From an optimization exercise on the open Yosys and OpenROAD flow, aimed at small area, a short achievable clock period and few clock cycles per item; shortcuts taken in it are not production practice. For this run, only the layout was checked, not whether the RTL still works.

File: design/flow/design.v
module sqrt_head (
    input  logic [15:0] x,
    output logic       s,          
    output logic [6:0] o,      
    output logic [9:0] r       
);
    wire [2:0] a0 = {1'b0, x[15:14]};
    wire [2:0] o0 = 3'b111;   
    wire [2:0] g0_0 = a0 & o0;
    wire [2:0] p0_0 = a0 | o0;
    wire [2:0] g0_1, p0_1;
    assign g0_1[0] = g0_0[0];
    assign p0_1[0] = p0_0[0];
    assign g0_1[1] = g0_0[1] | (p0_0[1] & g0_0[0]);
    assign p0_1[1] = p0_0[1] & p0_0[0];
    assign g0_1[2] = g0_0[2];
    assign p0_1[2] = p0_0[2];
    wire [2:0] g0_2, p0_2;
    assign g0_2[0] = g0_1[0];
    assign p0_2[0] = p0_1[0];
    assign g0_2[1] = g0_1[1];
    assign p0_2[1] = p0_1[1];
    assign g0_2[2] = g0_1[2] | (p0_1[2] & g0_1[1]);
    assign p0_2[2] = p0_1[2] & p0_1[1];
    wire [2:0] r1 = a0 ^ o0 ^ {g0_2[1:0], 1'b0};
    wire [0:0] q1 = ~r1[2];
    wire [3:0] a1 = {r1[1:0], x[13:12]};
    wire [3:0] o1 = {q1[0], q1 ^ q1[0], 2'b11};
    wire [3:0] g1_0 = a1 & o1;
    wire [3:0] p1_0 = a1 | o1;
    wire [3:0] g1_1, p1_1;
    assign g1_1[0] = g1_0[0];
    assign p1_1[0] = p1_0[0];
    assign g1_1[1] = g1_0[1] | (p1_0[1] & g1_0[0]);
    assign p1_1[1] = p1_0[1] & p1_0[0];
    assign g1_1[2] = g1_0[2];
    assign p1_1[2] = p1_0[2];
    assign g1_1[3] = g1_0[3] | (p1_0[3] & g1_0[2]);
    assign p1_1[3] = p1_0[3] & p1_0[2];
    wire [3:0] g1_2, p1_2;
    assign g1_2[0] = g1_1[0];
    assign p1_2[0] = p1_1[0];
    assign g1_2[1] = g1_1[1];
    assign p1_2[1] = p1_1[1];
    assign g1_2[2] = g1_1[2] | (p1_1[2] & g1_1[1]);
    assign p1_2[2] = p1_1[2] & p1_1[1];
    assign g1_2[3] = g1_1[3] | (p1_1[3] & g1_1[1]);
    assign p1_2[3] = p1_1[3] & p1_1[1];
    wire [3:0] r2 = a1 ^ o1 ^ {g1_2[2:0], 1'b0};
    wire [1:0] q2 = {q1, ~r2[3]};
    wire [4:0] a2 = {r2[2:0], x[11:10]};
    wire [4:0] o2 = {q2[0], q2 ^ {2{q2[0]}}, 2'b11};
    wire [4:0] g2_0 = a2 & o2;
    wire [4:0] p2_0 = a2 | o2;
    wire [4:0] g2_1, p2_1;
    assign g2_1[0] = g2_0[0];
    assign p2_1[0] = p2_0[0];
    assign g2_1[1] = g2_0[1] | (p2_0[1] & g2_0[0]);
    assign p2_1[1] = p2_0[1] & p2_0[0];
    assign g2_1[2] = g2_0[2];
    assign p2_1[2] = p2_0[2];
    assign g2_1[3] = g2_0[3] | (p2_0[3] & g2_0[2]);
    assign p2_1[3] = p2_0[3] & p2_0[2];
    assign g2_1[4] = g2_0[4];
    assign p2_1[4] = p2_0[4];
    wire [4:0] g2_2, p2_2;
    assign g2_2[0] = g2_1[0];
    assign p2_2[0] = p2_1[0];
    assign g2_2[1] = g2_1[1];
    assign p2_2[1] = p2_1[1];
    assign g2_2[2] = g2_1[2] | (p2_1[2] & g2_1[1]);
    assign p2_2[2] = p2_1[2] & p2_1[1];
    assign g2_2[3] = g2_1[3] | (p2_1[3] & g2_1[1]);
    assign p2_2[3] = p2_1[3] & p2_1[1];
    assign g2_2[4] = g2_1[4];
    assign p2_2[4] = p2_1[4];
    wire [4:0] g2_3, p2_3;
    assign g2_3[0] = g2_2[0];
    assign p2_3[0] = p2_2[0];
    assign g2_3[1] = g2_2[1];
    assign p2_3[1] = p2_2[1];
    assign g2_3[2] = g2_2[2];
    assign p2_3[2] = p2_2[2];
    assign g2_3[3] = g2_2[3];
    assign p2_3[3] = p2_2[3];
    assign g2_3[4] = g2_2[4] | (p2_2[4] & g2_2[3]);
    assign p2_3[4] = p2_2[4] & p2_2[3];
    wire [4:0] r3 = a2 ^ o2 ^ {g2_3[3:0], 1'b0};
    wire [2:0] q3 = {q2, ~r3[4]};
    wire [5:0] a3 = {r3[3:0], x[9:8]};
    wire [5:0] o3 = {q3[0], q3 ^ {3{q3[0]}}, 2'b11};
    wire [5:0] g3_0 = a3 & o3;
    wire [5:0] p3_0 = a3 | o3;
    wire [5:0] g3_1, p3_1;
    assign g3_1[0] = g3_0[0];
    assign p3_1[0] = p3_0[0];
    assign g3_1[1] = g3_0[1] | (p3_0[1] & g3_0[0]);
    assign p3_1[1] = p3_0[1] & p3_0[0];
    assign g3_1[2] = g3_0[2];
    assign p3_1[2] = p3_0[2];
    assign g3_1[3] = g3_0[3] | (p3_0[3] & g3_0[2]);
    assign p3_1[3] = p3_0[3] & p3_0[2];
    assign g3_1[4] = g3_0[4];
    assign p3_1[4] = p3_0[4];
    assign g3_1[5] = g3_0[5] | (p3_0[5] & g3_0[4]);
    assign p3_1[5] = p3_0[5] & p3_0[4];
    wire [5:0] g3_2, p3_2;
    assign g3_2[0] = g3_1[0];
    assign p3_2[0] = p3_1[0];
    assign g3_2[1] = g3_1[1];
    assign p3_2[1] = p3_1[1];
    assign g3_2[2] = g3_1[2] | (p3_1[2] & g3_1[1]);
    assign p3_2[2] = p3_1[2] & p3_1[1];
    assign g3_2[3] = g3_1[3] | (p3_1[3] & g3_1[1]);
    assign p3_2[3] = p3_1[3] & p3_1[1];
    assign g3_2[4] = g3_1[4];
    assign p3_2[4] = p3_1[4];
    assign g3_2[5] = g3_1[5];
    assign p3_2[5] = p3_1[5];
    wire [5:0] g3_3, p3_3;
    assign g3_3[0] = g3_2[0];
    assign p3_3[0] = p3_2[0];
    assign g3_3[1] = g3_2[1];
    assign p3_3[1] = p3_2[1];
    assign g3_3[2] = g3_2[2];
    assign p3_3[2] = p3_2[2];
    assign g3_3[3] = g3_2[3];
    assign p3_3[3] = p3_2[3];
    assign g3_3[4] = g3_2[4] | (p3_2[4] & g3_2[3]);
    assign p3_3[4] = p3_2[4] & p3_2[3];
    assign g3_3[5] = g3_2[5] | (p3_2[5] & g3_2[3]);
    assign p3_3[5] = p3_2[5] & p3_2[3];
    wire [5:0] r4 = a3 ^ o3 ^ {g3_3[4:0], 1'b0};
    wire [3:0] q4 = {q3, ~r4[5]};
    wire [6:0] a4 = {r4[4:0], x[7:6]};
    wire [6:0] o4 = {q4[0], q4 ^ {4{q4[0]}}, 2'b11};
    wire [6:0] g4_0 = a4 & o4;
    wire [6:0] p4_0 = a4 | o4;
    wire [6:0] g4_1, p4_1;
    assign g4_1[0] = g4_0[0];
    assign p4_1[0] = p4_0[0];
    assign g4_1[1] = g4_0[1] | (p4_0[1] & g4_0[0]);
    assign p4_1[1] = p4_0[1] & p4_0[0];
    assign g4_1[2] = g4_0[2];
    assign p4_1[2] = p4_0[2];
    assign g4_1[3] = g4_0[3] | (p4_0[3] & g4_0[2]);
    assign p4_1[3] = p4_0[3] & p4_0[2];
    assign g4_1[4] = g4_0[4];
    assign p4_1[4] = p4_0[4];
    assign g4_1[5] = g4_0[5] | (p4_0[5] & g4_0[4]);
    assign p4_1[5] = p4_0[5] & p4_0[4];
    assign g4_1[6] = g4_0[6];
    assign p4_1[6] = p4_0[6];
    wire [6:0] g4_2, p4_2;
    assign g4_2[0] = g4_1[0];
    assign p4_2[0] = p4_1[0];
    assign g4_2[1] = g4_1[1];
    assign p4_2[1] = p4_1[1];
    assign g4_2[2] = g4_1[2] | (p4_1[2] & g4_1[1]);
    assign p4_2[2] = p4_1[2] & p4_1[1];
    assign g4_2[3] = g4_1[3] | (p4_1[3] & g4_1[1]);
    assign p4_2[3] = p4_1[3] & p4_1[1];
    assign g4_2[4] = g4_1[4];
    assign p4_2[4] = p4_1[4];
    assign g4_2[5] = g4_1[5];
    assign p4_2[5] = p4_1[5];
    assign g4_2[6] = g4_1[6] | (p4_1[6] & g4_1[5]);
    assign p4_2[6] = p4_1[6] & p4_1[5];
    wire [6:0] g4_3, p4_3;
    assign g4_3[0] = g4_2[0];
    assign p4_3[0] = p4_2[0];
    assign g4_3[1] = g4_2[1];
    assign p4_3[1] = p4_2[1];
    assign g4_3[2] = g4_2[2];
    assign p4_3[2] = p4_2[2];
    assign g4_3[3] = g4_2[3];
    assign p4_3[3] = p4_2[3];
    assign g4_3[4] = g4_2[4] | (p4_2[4] & g4_2[3]);
    assign p4_3[4] = p4_2[4] & p4_2[3];
    assign g4_3[5] = g4_2[5] | (p4_2[5] & g4_2[3]);
    assign p4_3[5] = p4_2[5] & p4_2[3];
    assign g4_3[6] = g4_2[6] | (p4_2[6] & g4_2[3]);
    assign p4_3[6] = p4_2[6] & p4_2[3];
    wire [6:0] r5 = a4 ^ o4 ^ {g4_3[5:0], 1'b0};
    wire [4:0] q5 = {q4, ~r5[6]};
    wire [7:0] a5 = {r5[5:0], x[5:4]};
    wire [7:0] o5 = {q5[0], q5 ^ {5{q5[0]}}, 2'b11};
    wire [7:0] g5_0 = a5 & o5;
    wire [7:0] p5_0 = a5 | o5;
    wire [7:0] g5_1, p5_1;
    assign g5_1[0] = g5_0[0];
    assign p5_1[0] = p5_0[0];
    assign g5_1[1] = g5_0[1] | (p5_0[1] & g5_0[0]);
    assign p5_1[1] = p5_0[1] & p5_0[0];
    assign g5_1[2] = g5_0[2];
    assign p5_1[2] = p5_0[2];
    assign g5_1[3] = g5_0[3] | (p5_0[3] & g5_0[2]);
    assign p5_1[3] = p5_0[3] & p5_0[2];
    assign g5_1[4] = g5_0[4];
    assign p5_1[4] = p5_0[4];
    assign g5_1[5] = g5_0[5] | (p5_0[5] & g5_0[4]);
    assign p5_1[5] = p5_0[5] & p5_0[4];
    assign g5_1[6] = g5_0[6];
    assign p5_1[6] = p5_0[6];
    assign g5_1[7] = g5_0[7] | (p5_0[7] & g5_0[6]);
    assign p5_1[7] = p5_0[7] & p5_0[6];
    wire [7:0] g5_2, p5_2;
    assign g5_2[0] = g5_1[0];
    assign p5_2[0] = p5_1[0];
    assign g5_2[1] = g5_1[1];
    assign p5_2[1] = p5_1[1];
    assign g5_2[2] = g5_1[2] | (p5_1[2] & g5_1[1]);
    assign p5_2[2] = p5_1[2] & p5_1[1];
    assign g5_2[3] = g5_1[3] | (p5_1[3] & g5_1[1]);
    assign p5_2[3] = p5_1[3] & p5_1[1];
    assign g5_2[4] = g5_1[4];
    assign p5_2[4] = p5_1[4];
    assign g5_2[5] = g5_1[5];
    assign p5_2[5] = p5_1[5];
    assign g5_2[6] = g5_1[6] | (p5_1[6] & g5_1[5]);
    assign p5_2[6] = p5_1[6] & p5_1[5];
    assign g5_2[7] = g5_1[7] | (p5_1[7] & g5_1[5]);
    assign p5_2[7] = p5_1[7] & p5_1[5];
    wire [7:0] g5_3, p5_3;
    assign g5_3[0] = g5_2[0];
    assign p5_3[0] = p5_2[0];
    assign g5_3[1] = g5_2[1];
    assign p5_3[1] = p5_2[1];
    assign g5_3[2] = g5_2[2];
    assign p5_3[2] = p5_2[2];
    assign g5_3[3] = g5_2[3];
    assign p5_3[3] = p5_2[3];
    assign g5_3[4] = g5_2[4] | (p5_2[4] & g5_2[3]);
    assign p5_3[4] = p5_2[4] & p5_2[3];
    assign g5_3[5] = g5_2[5] | (p5_2[5] & g5_2[3]);
    assign p5_3[5] = p5_2[5] & p5_2[3];
    assign g5_3[6] = g5_2[6] | (p5_2[6] & g5_2[3]);
    assign p5_3[6] = p5_2[6] & p5_2[3];
    assign g5_3[7] = g5_2[7] | (p5_2[7] & g5_2[3]);
    assign p5_3[7] = p5_2[7] & p5_2[3];
    wire [7:0] r6 = a5 ^ o5 ^ {g5_3[6:0], 1'b0};
    wire [5:0] q6 = {q5, ~r6[7]};
    wire [8:0] a6 = {r6[6:0], x[3:2]};
    wire [8:0] o6 = {q6[0], q6 ^ {6{q6[0]}}, 2'b11};
    wire [8:0] g6_0 = a6 & o6;
    wire [8:0] p6_0 = a6 | o6;
    wire [8:0] g6_1, p6_1;
    assign g6_1[0] = g6_0[0];
    assign p6_1[0] = p6_0[0];
    assign g6_1[1] = g6_0[1] | (p6_0[1] & g6_0[0]);
    assign p6_1[1] = p6_0[1] & p6_0[0];
    assign g6_1[2] = g6_0[2];
    assign p6_1[2] = p6_0[2];
    assign g6_1[3] = g6_0[3] | (p6_0[3] & g6_0[2]);
    assign p6_1[3] = p6_0[3] & p6_0[2];
    assign g6_1[4] = g6_0[4];
    assign p6_1[4] = p6_0[4];
    assign g6_1[5] = g6_0[5] | (p6_0[5] & g6_0[4]);
    assign p6_1[5] = p6_0[5] & p6_0[4];
    assign g6_1[6] = g6_0[6];
    assign p6_1[6] = p6_0[6];
    assign g6_1[7] = g6_0[7] | (p6_0[7] & g6_0[6]);
    assign p6_1[7] = p6_0[7] & p6_0[6];
    assign g6_1[8] = g6_0[8];
    assign p6_1[8] = p6_0[8];
    wire [8:0] g6_2, p6_2;
    assign g6_2[0] = g6_1[0];
    assign p6_2[0] = p6_1[0];
    assign g6_2[1] = g6_1[1];
    assign p6_2[1] = p6_1[1];
    assign g6_2[2] = g6_1[2] | (p6_1[2] & g6_1[1]);
    assign p6_2[2] = p6_1[2] & p6_1[1];
    assign g6_2[3] = g6_1[3] | (p6_1[3] & g6_1[1]);
    assign p6_2[3] = p6_1[3] & p6_1[1];
    assign g6_2[4] = g6_1[4];
    assign p6_2[4] = p6_1[4];
    assign g6_2[5] = g6_1[5];
    assign p6_2[5] = p6_1[5];
    assign g6_2[6] = g6_1[6] | (p6_1[6] & g6_1[5]);
    assign p6_2[6] = p6_1[6] & p6_1[5];
    assign g6_2[7] = g6_1[7] | (p6_1[7] & g6_1[5]);
    assign p6_2[7] = p6_1[7] & p6_1[5];
    assign g6_2[8] = g6_1[8];
    assign p6_2[8] = p6_1[8];
    wire [8:0] g6_3, p6_3;
    assign g6_3[0] = g6_2[0];
    assign p6_3[0] = p6_2[0];
    assign g6_3[1] = g6_2[1];
    assign p6_3[1] = p6_2[1];
    assign g6_3[2] = g6_2[2];
    assign p6_3[2] = p6_2[2];
    assign g6_3[3] = g6_2[3];
    assign p6_3[3] = p6_2[3];
    assign g6_3[4] = g6_2[4] | (p6_2[4] & g6_2[3]);
    assign p6_3[4] = p6_2[4] & p6_2[3];
    assign g6_3[5] = g6_2[5] | (p6_2[5] & g6_2[3]);
    assign p6_3[5] = p6_2[5] & p6_2[3];
    assign g6_3[6] = g6_2[6] | (p6_2[6] & g6_2[3]);
    assign p6_3[6] = p6_2[6] & p6_2[3];
    assign g6_3[7] = g6_2[7] | (p6_2[7] & g6_2[3]);
    assign p6_3[7] = p6_2[7] & p6_2[3];
    assign g6_3[8] = g6_2[8];
    assign p6_3[8] = p6_2[8];
    wire [8:0] g6_4, p6_4;
    assign g6_4[0] = g6_3[0];
    assign p6_4[0] = p6_3[0];
    assign g6_4[1] = g6_3[1];
    assign p6_4[1] = p6_3[1];
    assign g6_4[2] = g6_3[2];
    assign p6_4[2] = p6_3[2];
    assign g6_4[3] = g6_3[3];
    assign p6_4[3] = p6_3[3];
    assign g6_4[4] = g6_3[4];
    assign p6_4[4] = p6_3[4];
    assign g6_4[5] = g6_3[5];
    assign p6_4[5] = p6_3[5];
    assign g6_4[6] = g6_3[6];
    assign p6_4[6] = p6_3[6];
    assign g6_4[7] = g6_3[7];
    assign p6_4[7] = p6_3[7];
    assign g6_4[8] = g6_3[8] | (p6_3[8] & g6_3[7]);
    assign p6_4[8] = p6_3[8] & p6_3[7];
    wire [8:0] r7 = a6 ^ o6 ^ {g6_4[7:0], 1'b0};
    wire [6:0] q7 = {q6, ~r7[8]};
    wire [9:0] a7 = {r7[7:0], x[1:0]};
    wire [9:0] o7 = {q7[0], q7 ^ {7{q7[0]}}, 2'b11};
    wire [9:0] g7_0 = a7 & o7;
    wire [9:0] p7_0 = a7 | o7;
    wire [9:0] g7_1, p7_1;
    assign g7_1[0] = g7_0[0];
    assign p7_1[0] = p7_0[0];
    assign g7_1[1] = g7_0[1] | (p7_0[1] & g7_0[0]);
    assign p7_1[1] = p7_0[1] & p7_0[0];
    assign g7_1[2] = g7_0[2];
    assign p7_1[2] = p7_0[2];
    assign g7_1[3] = g7_0[3] | (p7_0[3] & g7_0[2]);
    assign p7_1[3] = p7_0[3] & p7_0[2];
    assign g7_1[4] = g7_0[4];
    assign p7_1[4] = p7_0[4];
    assign g7_1[5] = g7_0[5] | (p7_0[5] & g7_0[4]);
    assign p7_1[5] = p7_0[5] & p7_0[4];
    assign g7_1[6] = g7_0[6];
    assign p7_1[6] = p7_0[6];
    assign g7_1[7] = g7_0[7] | (p7_0[7] & g7_0[6]);
    assign p7_1[7] = p7_0[7] & p7_0[6];
    assign g7_1[8] = g7_0[8];
    assign p7_1[8] = p7_0[8];
    assign g7_1[9] = g7_0[9] | (p7_0[9] & g7_0[8]);
    assign p7_1[9] = p7_0[9] & p7_0[8];
    wire [9:0] g7_2, p7_2;
    assign g7_2[0] = g7_1[0];
    assign p7_2[0] = p7_1[0];
    assign g7_2[1] = g7_1[1];
    assign p7_2[1] = p7_1[1];
    assign g7_2[2] = g7_1[2] | (p7_1[2] & g7_1[1]);
    assign p7_2[2] = p7_1[2] & p7_1[1];
    assign g7_2[3] = g7_1[3] | (p7_1[3] & g7_1[1]);
    assign p7_2[3] = p7_1[3] & p7_1[1];
    assign g7_2[4] = g7_1[4];
    assign p7_2[4] = p7_1[4];
    assign g7_2[5] = g7_1[5];
    assign p7_2[5] = p7_1[5];
    assign g7_2[6] = g7_1[6] | (p7_1[6] & g7_1[5]);
    assign p7_2[6] = p7_1[6] & p7_1[5];
    assign g7_2[7] = g7_1[7] | (p7_1[7] & g7_1[5]);
    assign p7_2[7] = p7_1[7] & p7_1[5];
    assign g7_2[8] = g7_1[8];
    assign p7_2[8] = p7_1[8];
    assign g7_2[9] = g7_1[9];
    assign p7_2[9] = p7_1[9];
    wire [9:0] g7_3, p7_3;
    assign g7_3[0] = g7_2[0];
    assign p7_3[0] = p7_2[0];
    assign g7_3[1] = g7_2[1];
    assign p7_3[1] = p7_2[1];
    assign g7_3[2] = g7_2[2];
    assign p7_3[2] = p7_2[2];
    assign g7_3[3] = g7_2[3];
    assign p7_3[3] = p7_2[3];
    assign g7_3[4] = g7_2[4] | (p7_2[4] & g7_2[3]);
    assign p7_3[4] = p7_2[4] & p7_2[3];
    assign g7_3[5] = g7_2[5] | (p7_2[5] & g7_2[3]);
    assign p7_3[5] = p7_2[5] & p7_2[3];
    assign g7_3[6] = g7_2[6] | (p7_2[6] & g7_2[3]);
    assign p7_3[6] = p7_2[6] & p7_2[3];
    assign g7_3[7] = g7_2[7] | (p7_2[7] & g7_2[3]);
    assign p7_3[7] = p7_2[7] & p7_2[3];
    assign g7_3[8] = g7_2[8];
    assign p7_3[8] = p7_2[8];
    assign g7_3[9] = g7_2[9];
    assign p7_3[9] = p7_2[9];
    wire [9:0] g7_4, p7_4;
    assign g7_4[0] = g7_3[0];
    assign p7_4[0] = p7_3[0];
    assign g7_4[1] = g7_3[1];
    assign p7_4[1] = p7_3[1];
    assign g7_4[2] = g7_3[2];
    assign p7_4[2] = p7_3[2];
    assign g7_4[3] = g7_3[3];
    assign p7_4[3] = p7_3[3];
    assign g7_4[4] = g7_3[4];
    assign p7_4[4] = p7_3[4];
    assign g7_4[5] = g7_3[5];
    assign p7_4[5] = p7_3[5];
    assign g7_4[6] = g7_3[6];
    assign p7_4[6] = p7_3[6];
    assign g7_4[7] = g7_3[7];
    assign p7_4[7] = p7_3[7];
    assign g7_4[8] = g7_3[8] | (p7_3[8] & g7_3[7]);
    assign p7_4[8] = p7_3[8] & p7_3[7];
    assign g7_4[9] = g7_3[9] | (p7_3[9] & g7_3[7]);
    assign p7_4[9] = p7_3[9] & p7_3[7];
    wire [9:0] r8 = a7 ^ o7 ^ {g7_4[8:0], 1'b0};
    wire [7:0] q8 = {q7, ~r8[9]};
    assign s = q8[0];
    assign o = q8[7:1] ^ {7{q8[0]}};
    assign r = r8;
endmodule
module sqrt_tail (
    input  logic       s,
    input  logic [6:0] o,
    input  logic [9:0] r,
    output logic [11:0] root
);
    wire [7:0] q = {o ^ {7{s}}, s};
    wire [10:0] a8 = {r[8:0], 2'b00};
    wire [10:0] o8 = {s, o, 1'b0, 2'b11};
    wire [10:0] g8_0 = a8 & o8;
    wire [10:0] p8_0 = a8 | o8;
    wire [10:0] g8_1, p8_1;
    assign g8_1[0] = g8_0[0];
    assign p8_1[0] = p8_0[0];
    assign g8_1[1] = g8_0[1] | (p8_0[1] & g8_0[0]);
    assign p8_1[1] = p8_0[1] & p8_0[0];
    assign g8_1[2] = g8_0[2];
    assign p8_1[2] = p8_0[2];
    assign g8_1[3] = g8_0[3] | (p8_0[3] & g8_0[2]);
    assign p8_1[3] = p8_0[3] & p8_0[2];
    assign g8_1[4] = g8_0[4];
    assign p8_1[4] = p8_0[4];
    assign g8_1[5] = g8_0[5] | (p8_0[5] & g8_0[4]);
    assign p8_1[5] = p8_0[5] & p8_0[4];
    assign g8_1[6] = g8_0[6];
    assign p8_1[6] = p8_0[6];
    assign g8_1[7] = g8_0[7] | (p8_0[7] & g8_0[6]);
    assign p8_1[7] = p8_0[7] & p8_0[6];
    assign g8_1[8] = g8_0[8];
    assign p8_1[8] = p8_0[8];
    assign g8_1[9] = g8_0[9] | (p8_0[9] & g8_0[8]);
    assign p8_1[9] = p8_0[9] & p8_0[8];
    assign g8_1[10] = g8_0[10];
    assign p8_1[10] = p8_0[10];
    wire [10:0] g8_2, p8_2;
    assign g8_2[0] = g8_1[0];
    assign p8_2[0] = p8_1[0];
    assign g8_2[1] = g8_1[1];
    assign p8_2[1] = p8_1[1];
    assign g8_2[2] = g8_1[2] | (p8_1[2] & g8_1[1]);
    assign p8_2[2] = p8_1[2] & p8_1[1];
    assign g8_2[3] = g8_1[3] | (p8_1[3] & g8_1[1]);
    assign p8_2[3] = p8_1[3] & p8_1[1];
    assign g8_2[4] = g8_1[4];
    assign p8_2[4] = p8_1[4];
    assign g8_2[5] = g8_1[5];
    assign p8_2[5] = p8_1[5];
    assign g8_2[6] = g8_1[6] | (p8_1[6] & g8_1[5]);
    assign p8_2[6] = p8_1[6] & p8_1[5];
    assign g8_2[7] = g8_1[7] | (p8_1[7] & g8_1[5]);
    assign p8_2[7] = p8_1[7] & p8_1[5];
    assign g8_2[8] = g8_1[8];
    assign p8_2[8] = p8_1[8];
    assign g8_2[9] = g8_1[9];
    assign p8_2[9] = p8_1[9];
    assign g8_2[10] = g8_1[10] | (p8_1[10] & g8_1[9]);
    assign p8_2[10] = p8_1[10] & p8_1[9];
    wire [10:0] g8_3, p8_3;
    assign g8_3[0] = g8_2[0];
    assign p8_3[0] = p8_2[0];
    assign g8_3[1] = g8_2[1];
    assign p8_3[1] = p8_2[1];
    assign g8_3[2] = g8_2[2];
    assign p8_3[2] = p8_2[2];
    assign g8_3[3] = g8_2[3];
    assign p8_3[3] = p8_2[3];
    assign g8_3[4] = g8_2[4] | (p8_2[4] & g8_2[3]);
    assign p8_3[4] = p8_2[4] & p8_2[3];
    assign g8_3[5] = g8_2[5] | (p8_2[5] & g8_2[3]);
    assign p8_3[5] = p8_2[5] & p8_2[3];
    assign g8_3[6] = g8_2[6] | (p8_2[6] & g8_2[3]);
    assign p8_3[6] = p8_2[6] & p8_2[3];
    assign g8_3[7] = g8_2[7] | (p8_2[7] & g8_2[3]);
    assign p8_3[7] = p8_2[7] & p8_2[3];
    assign g8_3[8] = g8_2[8];
    assign p8_3[8] = p8_2[8];
    assign g8_3[9] = g8_2[9];
    assign p8_3[9] = p8_2[9];
    assign g8_3[10] = g8_2[10];
    assign p8_3[10] = p8_2[10];
    wire [10:0] g8_4, p8_4;
    assign g8_4[0] = g8_3[0];
    assign p8_4[0] = p8_3[0];
    assign g8_4[1] = g8_3[1];
    assign p8_4[1] = p8_3[1];
    assign g8_4[2] = g8_3[2];
    assign p8_4[2] = p8_3[2];
    assign g8_4[3] = g8_3[3];
    assign p8_4[3] = p8_3[3];
    assign g8_4[4] = g8_3[4];
    assign p8_4[4] = p8_3[4];
    assign g8_4[5] = g8_3[5];
    assign p8_4[5] = p8_3[5];
    assign g8_4[6] = g8_3[6];
    assign p8_4[6] = p8_3[6];
    assign g8_4[7] = g8_3[7];
    assign p8_4[7] = p8_3[7];
    assign g8_4[8] = g8_3[8] | (p8_3[8] & g8_3[7]);
    assign p8_4[8] = p8_3[8] & p8_3[7];
    assign g8_4[9] = g8_3[9] | (p8_3[9] & g8_3[7]);
    assign p8_4[9] = p8_3[9] & p8_3[7];
    assign g8_4[10] = g8_3[10] | (p8_3[10] & g8_3[7]);
    assign p8_4[10] = p8_3[10] & p8_3[7];
    wire [10:0] r9 = a8 ^ o8 ^ {g8_4[9:0], 1'b0};
    wire [8:0] q9 = {q, ~r9[10]};
    wire [11:0] a9 = {r9[9:0], 2'b00};
    wire [11:0] o9 = {q9[0], q9 ^ {9{q9[0]}}, 2'b11};
    wire [11:0] g9_0 = a9 & o9;
    wire [11:0] p9_0 = a9 | o9;
    wire [11:0] g9_1, p9_1;
    assign g9_1[0] = g9_0[0];
    assign p9_1[0] = p9_0[0];
    assign g9_1[1] = g9_0[1] | (p9_0[1] & g9_0[0]);
    assign p9_1[1] = p9_0[1] & p9_0[0];
    assign g9_1[2] = g9_0[2];
    assign p9_1[2] = p9_0[2];
    assign g9_1[3] = g9_0[3] | (p9_0[3] & g9_0[2]);
    assign p9_1[3] = p9_0[3] & p9_0[2];
    assign g9_1[4] = g9_0[4];
    assign p9_1[4] = p9_0[4];
    assign g9_1[5] = g9_0[5] | (p9_0[5] & g9_0[4]);
    assign p9_1[5] = p9_0[5] & p9_0[4];
    assign g9_1[6] = g9_0[6];
    assign p9_1[6] = p9_0[6];
    assign g9_1[7] = g9_0[7] | (p9_0[7] & g9_0[6]);
    assign p9_1[7] = p9_0[7] & p9_0[6];
    assign g9_1[8] = g9_0[8];
    assign p9_1[8] = p9_0[8];
    assign g9_1[9] = g9_0[9] | (p9_0[9] & g9_0[8]);
    assign p9_1[9] = p9_0[9] & p9_0[8];
    assign g9_1[10] = g9_0[10];
    assign p9_1[10] = p9_0[10];
    assign g9_1[11] = g9_0[11] | (p9_0[11] & g9_0[10]);
    assign p9_1[11] = p9_0[11] & p9_0[10];
    wire [11:0] g9_2, p9_2;
    assign g9_2[0] = g9_1[0];
    assign p9_2[0] = p9_1[0];
    assign g9_2[1] = g9_1[1];
    assign p9_2[1] = p9_1[1];
    assign g9_2[2] = g9_1[2] | (p9_1[2] & g9_1[1]);
    assign p9_2[2] = p9_1[2] & p9_1[1];
    assign g9_2[3] = g9_1[3] | (p9_1[3] & g9_1[1]);
    assign p9_2[3] = p9_1[3] & p9_1[1];
    assign g9_2[4] = g9_1[4];
    assign p9_2[4] = p9_1[4];
    assign g9_2[5] = g9_1[5];
    assign p9_2[5] = p9_1[5];
    assign g9_2[6] = g9_1[6] | (p9_1[6] & g9_1[5]);
    assign p9_2[6] = p9_1[6] & p9_1[5];
    assign g9_2[7] = g9_1[7] | (p9_1[7] & g9_1[5]);
    assign p9_2[7] = p9_1[7] & p9_1[5];
    assign g9_2[8] = g9_1[8];
    assign p9_2[8] = p9_1[8];
    assign g9_2[9] = g9_1[9];
    assign p9_2[9] = p9_1[9];
    assign g9_2[10] = g9_1[10] | (p9_1[10] & g9_1[9]);
    assign p9_2[10] = p9_1[10] & p9_1[9];
    assign g9_2[11] = g9_1[11] | (p9_1[11] & g9_1[9]);
    assign p9_2[11] = p9_1[11] & p9_1[9];
    wire [11:0] g9_3, p9_3;
    assign g9_3[0] = g9_2[0];
    assign p9_3[0] = p9_2[0];
    assign g9_3[1] = g9_2[1];
    assign p9_3[1] = p9_2[1];
    assign g9_3[2] = g9_2[2];
    assign p9_3[2] = p9_2[2];
    assign g9_3[3] = g9_2[3];
    assign p9_3[3] = p9_2[3];
    assign g9_3[4] = g9_2[4] | (p9_2[4] & g9_2[3]);
    assign p9_3[4] = p9_2[4] & p9_2[3];
    assign g9_3[5] = g9_2[5] | (p9_2[5] & g9_2[3]);
    assign p9_3[5] = p9_2[5] & p9_2[3];
    assign g9_3[6] = g9_2[6] | (p9_2[6] & g9_2[3]);
    assign p9_3[6] = p9_2[6] & p9_2[3];
    assign g9_3[7] = g9_2[7] | (p9_2[7] & g9_2[3]);
    assign p9_3[7] = p9_2[7] & p9_2[3];
    assign g9_3[8] = g9_2[8];
    assign p9_3[8] = p9_2[8];
    assign g9_3[9] = g9_2[9];
    assign p9_3[9] = p9_2[9];
    assign g9_3[10] = g9_2[10];
    assign p9_3[10] = p9_2[10];
    assign g9_3[11] = g9_2[11];
    assign p9_3[11] = p9_2[11];
    wire [11:0] g9_4, p9_4;
    assign g9_4[0] = g9_3[0];
    assign p9_4[0] = p9_3[0];
    assign g9_4[1] = g9_3[1];
    assign p9_4[1] = p9_3[1];
    assign g9_4[2] = g9_3[2];
    assign p9_4[2] = p9_3[2];
    assign g9_4[3] = g9_3[3];
    assign p9_4[3] = p9_3[3];
    assign g9_4[4] = g9_3[4];
    assign p9_4[4] = p9_3[4];
    assign g9_4[5] = g9_3[5];
    assign p9_4[5] = p9_3[5];
    assign g9_4[6] = g9_3[6];
    assign p9_4[6] = p9_3[6];
    assign g9_4[7] = g9_3[7];
    assign p9_4[7] = p9_3[7];
    assign g9_4[8] = g9_3[8] | (p9_3[8] & g9_3[7]);
    assign p9_4[8] = p9_3[8] & p9_3[7];
    assign g9_4[9] = g9_3[9] | (p9_3[9] & g9_3[7]);
    assign p9_4[9] = p9_3[9] & p9_3[7];
    assign g9_4[10] = g9_3[10] | (p9_3[10] & g9_3[7]);
    assign p9_4[10] = p9_3[10] & p9_3[7];
    assign g9_4[11] = g9_3[11] | (p9_3[11] & g9_3[7]);
    assign p9_4[11] = p9_3[11] & p9_3[7];
    wire [11:0] r10 = a9 ^ o9 ^ {g9_4[10:0], 1'b0};
    wire [9:0] q10 = {q9, ~r10[11]};
    wire [12:0] a10 = {r10[10:0], 2'b00};
    wire [12:0] o10 = {q10[0], q10 ^ {10{q10[0]}}, 2'b11};
    wire [12:0] g10_0 = a10 & o10;
    wire [12:0] p10_0 = a10 | o10;
    wire [12:0] g10_1, p10_1;
    assign g10_1[0] = g10_0[0];
    assign p10_1[0] = p10_0[0];
    assign g10_1[1] = g10_0[1] | (p10_0[1] & g10_0[0]);
    assign p10_1[1] = p10_0[1] & p10_0[0];
    assign g10_1[2] = g10_0[2];
    assign p10_1[2] = p10_0[2];
    assign g10_1[3] = g10_0[3] | (p10_0[3] & g10_0[2]);
    assign p10_1[3] = p10_0[3] & p10_0[2];
    assign g10_1[4] = g10_0[4];
    assign p10_1[4] = p10_0[4];
    assign g10_1[5] = g10_0[5] | (p10_0[5] & g10_0[4]);
    assign p10_1[5] = p10_0[5] & p10_0[4];
    assign g10_1[6] = g10_0[6];
    assign p10_1[6] = p10_0[6];
    assign g10_1[7] = g10_0[7] | (p10_0[7] & g10_0[6]);
    assign p10_1[7] = p10_0[7] & p10_0[6];
    assign g10_1[8] = g10_0[8];
    assign p10_1[8] = p10_0[8];
    assign g10_1[9] = g10_0[9] | (p10_0[9] & g10_0[8]);
    assign p10_1[9] = p10_0[9] & p10_0[8];
    assign g10_1[10] = g10_0[10];
    assign p10_1[10] = p10_0[10];
    assign g10_1[11] = g10_0[11] | (p10_0[11] & g10_0[10]);
    assign p10_1[11] = p10_0[11] & p10_0[10];
    assign g10_1[12] = g10_0[12];
    assign p10_1[12] = p10_0[12];
    wire [12:0] g10_2, p10_2;
    assign g10_2[0] = g10_1[0];
    assign p10_2[0] = p10_1[0];
    assign g10_2[1] = g10_1[1];
    assign p10_2[1] = p10_1[1];
    assign g10_2[2] = g10_1[2] | (p10_1[2] & g10_1[1]);
    assign p10_2[2] = p10_1[2] & p10_1[1];
    assign g10_2[3] = g10_1[3] | (p10_1[3] & g10_1[1]);
    assign p10_2[3] = p10_1[3] & p10_1[1];
    assign g10_2[4] = g10_1[4];
    assign p10_2[4] = p10_1[4];
    assign g10_2[5] = g10_1[5];
    assign p10_2[5] = p10_1[5];
    assign g10_2[6] = g10_1[6] | (p10_1[6] & g10_1[5]);
    assign p10_2[6] = p10_1[6] & p10_1[5];
    assign g10_2[7] = g10_1[7] | (p10_1[7] & g10_1[5]);
    assign p10_2[7] = p10_1[7] & p10_1[5];
    assign g10_2[8] = g10_1[8];
    assign p10_2[8] = p10_1[8];
    assign g10_2[9] = g10_1[9];
    assign p10_2[9] = p10_1[9];
    assign g10_2[10] = g10_1[10] | (p10_1[10] & g10_1[9]);
    assign p10_2[10] = p10_1[10] & p10_1[9];
    assign g10_2[11] = g10_1[11] | (p10_1[11] & g10_1[9]);
    assign p10_2[11] = p10_1[11] & p10_1[9];
    assign g10_2[12] = g10_1[12];
    assign p10_2[12] = p10_1[12];
    wire [12:0] g10_3, p10_3;
    assign g10_3[0] = g10_2[0];
    assign p10_3[0] = p10_2[0];
    assign g10_3[1] = g10_2[1];
    assign p10_3[1] = p10_2[1];
    assign g10_3[2] = g10_2[2];
    assign p10_3[2] = p10_2[2];
    assign g10_3[3] = g10_2[3];
    assign p10_3[3] = p10_2[3];
    assign g10_3[4] = g10_2[4] | (p10_2[4] & g10_2[3]);
    assign p10_3[4] = p10_2[4] & p10_2[3];
    assign g10_3[5] = g10_2[5] | (p10_2[5] & g10_2[3]);
    assign p10_3[5] = p10_2[5] & p10_2[3];
    assign g10_3[6] = g10_2[6] | (p10_2[6] & g10_2[3]);
    assign p10_3[6] = p10_2[6] & p10_2[3];
    assign g10_3[7] = g10_2[7] | (p10_2[7] & g10_2[3]);
    assign p10_3[7] = p10_2[7] & p10_2[3];
    assign g10_3[8] = g10_2[8];
    assign p10_3[8] = p10_2[8];
    assign g10_3[9] = g10_2[9];
    assign p10_3[9] = p10_2[9];
    assign g10_3[10] = g10_2[10];
    assign p10_3[10] = p10_2[10];
    assign g10_3[11] = g10_2[11];
    assign p10_3[11] = p10_2[11];
    assign g10_3[12] = g10_2[12] | (p10_2[12] & g10_2[11]);
    assign p10_3[12] = p10_2[12] & p10_2[11];
    wire [12:0] g10_4, p10_4;
    assign g10_4[0] = g10_3[0];
    assign p10_4[0] = p10_3[0];
    assign g10_4[1] = g10_3[1];
    assign p10_4[1] = p10_3[1];
    assign g10_4[2] = g10_3[2];
    assign p10_4[2] = p10_3[2];
    assign g10_4[3] = g10_3[3];
    assign p10_4[3] = p10_3[3];
    assign g10_4[4] = g10_3[4];
    assign p10_4[4] = p10_3[4];
    assign g10_4[5] = g10_3[5];
    assign p10_4[5] = p10_3[5];
    assign g10_4[6] = g10_3[6];
    assign p10_4[6] = p10_3[6];
    assign g10_4[7] = g10_3[7];
    assign p10_4[7] = p10_3[7];
    assign g10_4[8] = g10_3[8] | (p10_3[8] & g10_3[7]);
    assign p10_4[8] = p10_3[8] & p10_3[7];
    assign g10_4[9] = g10_3[9] | (p10_3[9] & g10_3[7]);
    assign p10_4[9] = p10_3[9] & p10_3[7];
    assign g10_4[10] = g10_3[10] | (p10_3[10] & g10_3[7]);
    assign p10_4[10] = p10_3[10] & p10_3[7];
    assign g10_4[11] = g10_3[11] | (p10_3[11] & g10_3[7]);
    assign p10_4[11] = p10_3[11] & p10_3[7];
    assign g10_4[12] = g10_3[12] | (p10_3[12] & g10_3[7]);
    assign p10_4[12] = p10_3[12] & p10_3[7];
    wire [12:0] r11 = a10 ^ o10 ^ {g10_4[11:0], 1'b0};
    wire [10:0] q11 = {q10, ~r11[12]};
    wire [13:0] a11 = {r11[11:0], 2'b00};
    wire [13:0] o11 = {q11[0], q11 ^ {11{q11[0]}}, 2'b11};
    wire [13:0] g11_0 = a11 & o11;
    wire [13:0] p11_0 = a11 | o11;
    wire [13:0] g11_1, p11_1;
    assign g11_1[0] = g11_0[0];
    assign p11_1[0] = p11_0[0];
    assign g11_1[1] = g11_0[1] | (p11_0[1] & g11_0[0]);
    assign p11_1[1] = p11_0[1] & p11_0[0];
    assign g11_1[2] = g11_0[2];
    assign p11_1[2] = p11_0[2];
    assign g11_1[3] = g11_0[3] | (p11_0[3] & g11_0[2]);
    assign p11_1[3] = p11_0[3] & p11_0[2];
    assign g11_1[4] = g11_0[4];
    assign p11_1[4] = p11_0[4];
    assign g11_1[5] = g11_0[5] | (p11_0[5] & g11_0[4]);
    assign p11_1[5] = p11_0[5] & p11_0[4];
    assign g11_1[6] = g11_0[6];
    assign p11_1[6] = p11_0[6];
    assign g11_1[7] = g11_0[7] | (p11_0[7] & g11_0[6]);
    assign p11_1[7] = p11_0[7] & p11_0[6];
    assign g11_1[8] = g11_0[8];
    assign p11_1[8] = p11_0[8];
    assign g11_1[9] = g11_0[9] | (p11_0[9] & g11_0[8]);
    assign p11_1[9] = p11_0[9] & p11_0[8];
    assign g11_1[10] = g11_0[10];
    assign p11_1[10] = p11_0[10];
    assign g11_1[11] = g11_0[11] | (p11_0[11] & g11_0[10]);
    assign p11_1[11] = p11_0[11] & p11_0[10];
    assign g11_1[12] = g11_0[12];
    assign p11_1[12] = p11_0[12];
    assign g11_1[13] = g11_0[13] | (p11_0[13] & g11_0[12]);
    assign p11_1[13] = p11_0[13] & p11_0[12];
    wire [13:0] g11_2, p11_2;
    assign g11_2[0] = g11_1[0];
    assign p11_2[0] = p11_1[0];
    assign g11_2[1] = g11_1[1];
    assign p11_2[1] = p11_1[1];
    assign g11_2[2] = g11_1[2] | (p11_1[2] & g11_1[1]);
    assign p11_2[2] = p11_1[2] & p11_1[1];
    assign g11_2[3] = g11_1[3] | (p11_1[3] & g11_1[1]);
    assign p11_2[3] = p11_1[3] & p11_1[1];
    assign g11_2[4] = g11_1[4];
    assign p11_2[4] = p11_1[4];
    assign g11_2[5] = g11_1[5];
    assign p11_2[5] = p11_1[5];
    assign g11_2[6] = g11_1[6] | (p11_1[6] & g11_1[5]);
    assign p11_2[6] = p11_1[6] & p11_1[5];
    assign g11_2[7] = g11_1[7] | (p11_1[7] & g11_1[5]);
    assign p11_2[7] = p11_1[7] & p11_1[5];
    assign g11_2[8] = g11_1[8];
    assign p11_2[8] = p11_1[8];
    assign g11_2[9] = g11_1[9];
    assign p11_2[9] = p11_1[9];
    assign g11_2[10] = g11_1[10] | (p11_1[10] & g11_1[9]);
    assign p11_2[10] = p11_1[10] & p11_1[9];
    assign g11_2[11] = g11_1[11] | (p11_1[11] & g11_1[9]);
    assign p11_2[11] = p11_1[11] & p11_1[9];
    assign g11_2[12] = g11_1[12];
    assign p11_2[12] = p11_1[12];
    assign g11_2[13] = g11_1[13];
    assign p11_2[13] = p11_1[13];
    wire [13:0] g11_3, p11_3;
    assign g11_3[0] = g11_2[0];
    assign p11_3[0] = p11_2[0];
    assign g11_3[1] = g11_2[1];
    assign p11_3[1] = p11_2[1];
    assign g11_3[2] = g11_2[2];
    assign p11_3[2] = p11_2[2];
    assign g11_3[3] = g11_2[3];
    assign p11_3[3] = p11_2[3];
    assign g11_3[4] = g11_2[4] | (p11_2[4] & g11_2[3]);
    assign p11_3[4] = p11_2[4] & p11_2[3];
    assign g11_3[5] = g11_2[5] | (p11_2[5] & g11_2[3]);
    assign p11_3[5] = p11_2[5] & p11_2[3];
    assign g11_3[6] = g11_2[6] | (p11_2[6] & g11_2[3]);
    assign p11_3[6] = p11_2[6] & p11_2[3];
    assign g11_3[7] = g11_2[7] | (p11_2[7] & g11_2[3]);
    assign p11_3[7] = p11_2[7] & p11_2[3];
    assign g11_3[8] = g11_2[8];
    assign p11_3[8] = p11_2[8];
    assign g11_3[9] = g11_2[9];
    assign p11_3[9] = p11_2[9];
    assign g11_3[10] = g11_2[10];
    assign p11_3[10] = p11_2[10];
    assign g11_3[11] = g11_2[11];
    assign p11_3[11] = p11_2[11];
    assign g11_3[12] = g11_2[12] | (p11_2[12] & g11_2[11]);
    assign p11_3[12] = p11_2[12] & p11_2[11];
    assign g11_3[13] = g11_2[13] | (p11_2[13] & g11_2[11]);
    assign p11_3[13] = p11_2[13] & p11_2[11];
    wire [13:0] g11_4, p11_4;
    assign g11_4[0] = g11_3[0];
    assign p11_4[0] = p11_3[0];
    assign g11_4[1] = g11_3[1];
    assign p11_4[1] = p11_3[1];
    assign g11_4[2] = g11_3[2];
    assign p11_4[2] = p11_3[2];
    assign g11_4[3] = g11_3[3];
    assign p11_4[3] = p11_3[3];
    assign g11_4[4] = g11_3[4];
    assign p11_4[4] = p11_3[4];
    assign g11_4[5] = g11_3[5];
    assign p11_4[5] = p11_3[5];
    assign g11_4[6] = g11_3[6];
    assign p11_4[6] = p11_3[6];
    assign g11_4[7] = g11_3[7];
    assign p11_4[7] = p11_3[7];
    assign g11_4[8] = g11_3[8] | (p11_3[8] & g11_3[7]);
    assign p11_4[8] = p11_3[8] & p11_3[7];
    assign g11_4[9] = g11_3[9] | (p11_3[9] & g11_3[7]);
    assign p11_4[9] = p11_3[9] & p11_3[7];
    assign g11_4[10] = g11_3[10] | (p11_3[10] & g11_3[7]);
    assign p11_4[10] = p11_3[10] & p11_3[7];
    assign g11_4[11] = g11_3[11] | (p11_3[11] & g11_3[7]);
    assign p11_4[11] = p11_3[11] & p11_3[7];
    assign g11_4[12] = g11_3[12] | (p11_3[12] & g11_3[7]);
    assign p11_4[12] = p11_3[12] & p11_3[7];
    assign g11_4[13] = g11_3[13] | (p11_3[13] & g11_3[7]);
    assign p11_4[13] = p11_3[13] & p11_3[7];
    wire [13:0] r12 = a11 ^ o11 ^ {g11_4[12:0], 1'b0};
    wire [11:0] q12 = {q11, ~r12[13]};
    assign root = q12;
endmodule
module sqrt_binary_search (
    input  logic        clk,
    input  logic        rst,         
    input  logic        valid_in,
    input  logic [15:0] x,           
    output logic [15:0] x_sqrt,      
    output logic        valid_out
);
    logic        s_d, s_r;
    logic [6:0] o_d, o_r;
    logic [9:0] r_d, r_r;
    logic        v_r;
    logic [11:0] root;
    sqrt_head head (.x(x), .s(s_d), .o(o_d), .r(r_d));
    always_ff @(posedge clk) begin
        if (rst) v_r <= 1'b0;
        else     v_r <= valid_in;
        s_r <= s_d;
        o_r <= o_d;
        r_r <= r_d;
    end
    sqrt_tail tail (.s(s_r), .o(o_r), .r(r_r), .root(root));
    assign x_sqrt    = {4'd0, root};
    assign valid_out = v_r;
endmodule
File: design/flow/flow/run.sh
#!/bin/bash
# The standard layout (standard.sh), with these changes:
#  - synthesis: no adder-cell mapping (ADDER_MAP_FILE empty), so ABC maps the
#    adders from plain gates instead of the slow ha/fa cells, and the final ABC
#    mapping uses flow/abc_iter.script (see flow/synth_iter.tcl);
#  - buf_2 cells as the port buffers (buffer_ports otherwise picks the slow
#    clkdlybuf4s50_1);
#  - setup repair only resizes cells (SETUP_MOVE_SEQUENCE=sizeup).
set -e
here=$(pwd)
export ADDER_MAP_FILE=
export BUFFER_PORTS_ARGS="-buffer_cell sky130_fd_sc_hd__buf_2"
export SETUP_MOVE_SEQUENCE=sizeup
bash standard.sh SYNTH_SCRIPT=$here/flow/synth_iter.tcl finish > standard.log 2>&1
File: design/flow/flow/synth_iter.tcl
# The standard flow's synthesis (synth_recipe.tcl, which sources ORFS's synth.tcl) with one
# change: the final technology mapping runs ABC with abc_iter.script, which
# repeats ORFS's area script's strash/dch/map round 8 times before sizing.
# Everything before it (synth -nofsm -noshare, flip-flop mapping) and after it
# (flatten, renames) is the standard flow's own, so the registers are the standard ones.
set ::abc_iter_script [file normalize [file join [file dirname [info script]] abc_iter.script]]
set ::synth_recipe_tcl [file normalize [file join [file dirname [info script]] .. synth_recipe.tcl]]
proc abc {args} {
  set i [lsearch -exact $args -script]
  if {$i >= 0} { lset args [expr {$i + 1}] $::abc_iter_script }
  puts "abc: mapping with $::abc_iter_script"
  yosys abc {*}$args
}
source $::synth_recipe_tcl
File: design/flow/constraint.sdc
create_clock -name core_clock -period 11.0 [get_ports {clk}]
set_input_delay 2.2000 -clock core_clock [delete_from_list [all_inputs] [get_ports {clk}]]
set_output_delay 2.2000 -clock core_clock [all_outputs]
set_load 0.01 [all_outputs]
File: design/flow/standard.sh
#!/bin/bash
# synth_recipe.tcl (not shown) runs the flow's synth.tcl, then flattens the netlist and writes it again
# the make line also repeats each setting of config.mk as NAME=value (left out here)
make -C /OpenROAD-flow-scripts/flow DESIGN_CONFIG=/design/flow/config.mk WORK_HOME=/design/flow/orfs CLKGATE_MAP_FILE= SYNTH_SCRIPT=/design/flow/synth_recipe.tcl "${@:-finish}"
File: design/flow/flow/abc_iter.script
strash
dch
map -B 0.9
strash
dch
map -B 0.9
strash
dch
map -B 0.9
strash
dch
map -B 0.9
strash
dch
map -B 0.9
strash
dch
map -B 0.9
strash
dch
map -B 0.9
strash
dch
map -B 0.9
strash
dch
map -B 0.9
strash
dch
map -B 0.9
topo
stime -c
buffer -c
upsize -c
dnsize -c
File: design/flow/config.mk
export PLATFORM = sky130hd
export DESIGN_NAME = sqrt_binary_search
export DESIGN_NICKNAME = sqrt_binary_search
export VERILOG_FILES = /design/flow/design.v
export SDC_FILE = /design/flow/constraint.sdc
export NUM_CORES = 4
export LEC_CHECK = 0
export ABC_AREA = 1
export CAP_MARGIN = 20
export CORE_MARGIN = 2
export CORE_UTILIZATION = 40
export PLACE_DENSITY = 0.85
export SETUP_SLACK_MARGIN = 3.5
export SLEW_MARGIN = 20
export TNS_END_PERCENT = 10
==> impl_metrics.csv <==
group,metric,value,unit
status,status,"finished clean",
critical_path,critPathArrivalTime,4.59,ns
worst_hold_path,hold_class,"input port to flop",
sta,slew_headroom,0.611,
global_routing,grt_max_degree,15,
global_routing,grt_overflow,0,
synthesis,netlist_top_cells_count,"nand2_1 (276), nand3_1 (84), inv_1 (75), nor2_1 (47), xor2_1 (29)",
global_routing,grt_pass1_wl,14600,um
route,drt_iter0_drc,190,
global_routing,grt.total_usage,0.166,
cells_and_area,fin_nets,740,
critical_path,critPathMaxFanout,14,
flow_run,max-cap-violations,0,
critical_path,critical_path_required,8.80,ns
placement,portBuffers,31,
sta,hold_viol,0,
cells_and_area,area_growth,7.95,%
synthesis,ys_warn_count,1,
synthesis,netlist_area,3780,um2
synthesis,ys.flop_type,"dfxtp_1",
cts,post-cts-setup-buffer-count,0,
sta,period_share,0.617,
worst_hold_path,min_from,"rst",
global_routing,grt_pass1_vias,3567,
critical_path,path_class,"flop to primary output",
critical_path,startpoint,"o_r[0]",
synthesis,yosysTopAreaCellShare,0.274,
route,drcViolationCount,0,
critical_path,slowest_stage,"dfxtp_2",
synthesis,synth_edf_count,0,
cts,numCtsBuffers,3,
cells_and_area,antenna_cells,0,
route,wire_per_inst,9.92,um
die,io-pin-count,36,
critical_path,end_kind,"primary output",
cells_and_area,finalNonFillerCells,831,
synthesis,syn_inst,690,
synthesis,seq_area_frac_synth,0.0954,
synthesis,ys_ff_latch,18,
cts,clock-sinks,18,
synthesis,synth.most_common_cell,"nand2_1",
critical_path,cp_common_cell,"nand2_1",
placement,post-dp-hpwl,7080,um
cts,ctsResizeCount,0,
sta,worst_pin_slew,0.583,ns
synthesis,netlist-cell-type-count,40,
cts,path_clk_slew,0.06,ns
cts,clockRootBuffer,"clkbuf_8",
route,first_pass_iters,5,
placement,gp_congestion,0.955,
global_routing,antenna_found_initial,0,
die,initial_utilization,0.411,
route,via_count,3977,
placement,placedCellCount,827,
cts,cts.path.max_buffers,2,
die,die_w,101,um
sta,min_period,6.79,ns
sta,setup_tns,0,ns
cells_and_area,drive_gt1_frac,0.172,
synthesis,async_flop_share,0,
route,ant_nets,0,
critical_path,cp_slowest_stage_delay,0.42,ns
synthesis,synth_top_cell_by_area,"nand2_1",
cts,htree_levels,1,
cts,holdBufCountCts,0,
sta,setup_viol,0,
synthesis,synthTopCellsByArea,"nand2_1 (27%), nand3_1 (11%), dfxtp_1 (9.5%)",
route,totalWireLength,8250,um
die,fp.dieH,101,um
sta,rsz0062_at_grt,"no",
sta,report.final.slew_viol_count,0,
route,viasPerCell,4.79,
die,core.rowCount,35,
critical_path,cp-start-kind,"flop",
die,coreArea,9200,um2
sta,max_freq,147,MHz
cts,cts_tree,"yes",
die,die_area,10200,um2
synthesis,synth_area_per_cell,5.47,um2
[registers in the layout, indices dropped and copies added (netlist names)]
name,cells
o_r,7
v_r,1
s_r,1
r_r,9
[metal layers]
metal	global-route usage	vias up	wire length, um
met4	0.0343	0	67
met1	0.218	1704	3870
li1	-	2181	-
met5	0	-	0
met3	0.00276	8	318
met2	0.304	84	3990
[placed cells by master, fill, tap and decap left out, drive strengths merged, types with 5 or more instances in the layout]
cell type  netlist  routed
dfxtp           18      18
xnor2           26      26
buf              8      31
xor2            30      30
or2              8       8
o21ai            6       6
a21oi            6       6
nand2          311     311
inv             94      94
a21o             5       5
nor2            51      51
nand3          102     102
nand3b          10      10
[cell families after synthesis]
group | after synthesis | synth area share
and+or+nand+nor | 491 | 0.620
xor gates and xnor gates | 56 | 0.132
buffers and inverters | 102 | 0.110
other | 1 | 0.000993
DFF | 18 | 0.0954
AOI/OAI and AO/OA | 22 | 0.0421
[path summary, 6_finish.rpt]
check | end | slack (ns) | depth (start not counted)
worst max-delay path | x_sqrt[0] | 4.21 | 39
worst min-delay path | v_r | 2.09 | 2
[cell type report]
type | instances | area (um2)
fill | 979 | 5120
multi-input combinational | 573 | 3010
sequential | 18 | 362
inverter | 94 | 353
timing repair buffer | 31 | 155
tap | 111 | 139
clock buffer | 4 | 55.1
[worst max-delay path, delay by kind of cell, from the launching register on]
family / cells / cell delay (ns)
AO/OA/AOI/OAI: 2 / 0.23
flip-flops: 1 / 0.42
AND/OR/NAND/NOR: 34 / 3.42
buffers and inverters: 3 / 0.26
[per-stage QoR]
stage / util / hold slack [ns] / cell area [um2] / setup WS, ns
6_report: 0.443 / 2.09 / 4080 / 4.21
5_1_grt: 0.443 / 2.09 / 4080 / 3.57
3_3_place_gp: 0.437 / 2.35 / 4020 / 4.49
4_1_cts: 0.443 / 2.09 / 4080 / 4.10
3_5_place_dp: 0.437 / 2.36 / 4020 / 4.38
2_1_floorplan: - / 2.26 / 3790 / 5.01

-- separate check: timing with driven ports --
Ports are ideal in the flow. The routed layout listed here was re-timed in OpenROAD. Step 1: set_driving_cell puts a clkbuf_16 on clk and a buf_2 on each other input, an assumption about the parent block. Step 2 times the ports against the registers' clock, not the clock port: input delays grow and output delays shrink by t, the midpoint of the rising clock arrivals with the driver on. Slacks: ideal / step 1 / step 2; pairs: ideal / step 1.
shift t [ns]: 0.267
slack for setup (ns): 4.208 / 4.188 / 4.455
hold WS [ns]: 2.094 / 2.094 / 2.361
After both steps setup and hold are still met in this run. For this run, drivers alone change the setup slack by -0.020 ns; drivers and shift together by +0.247 ns.
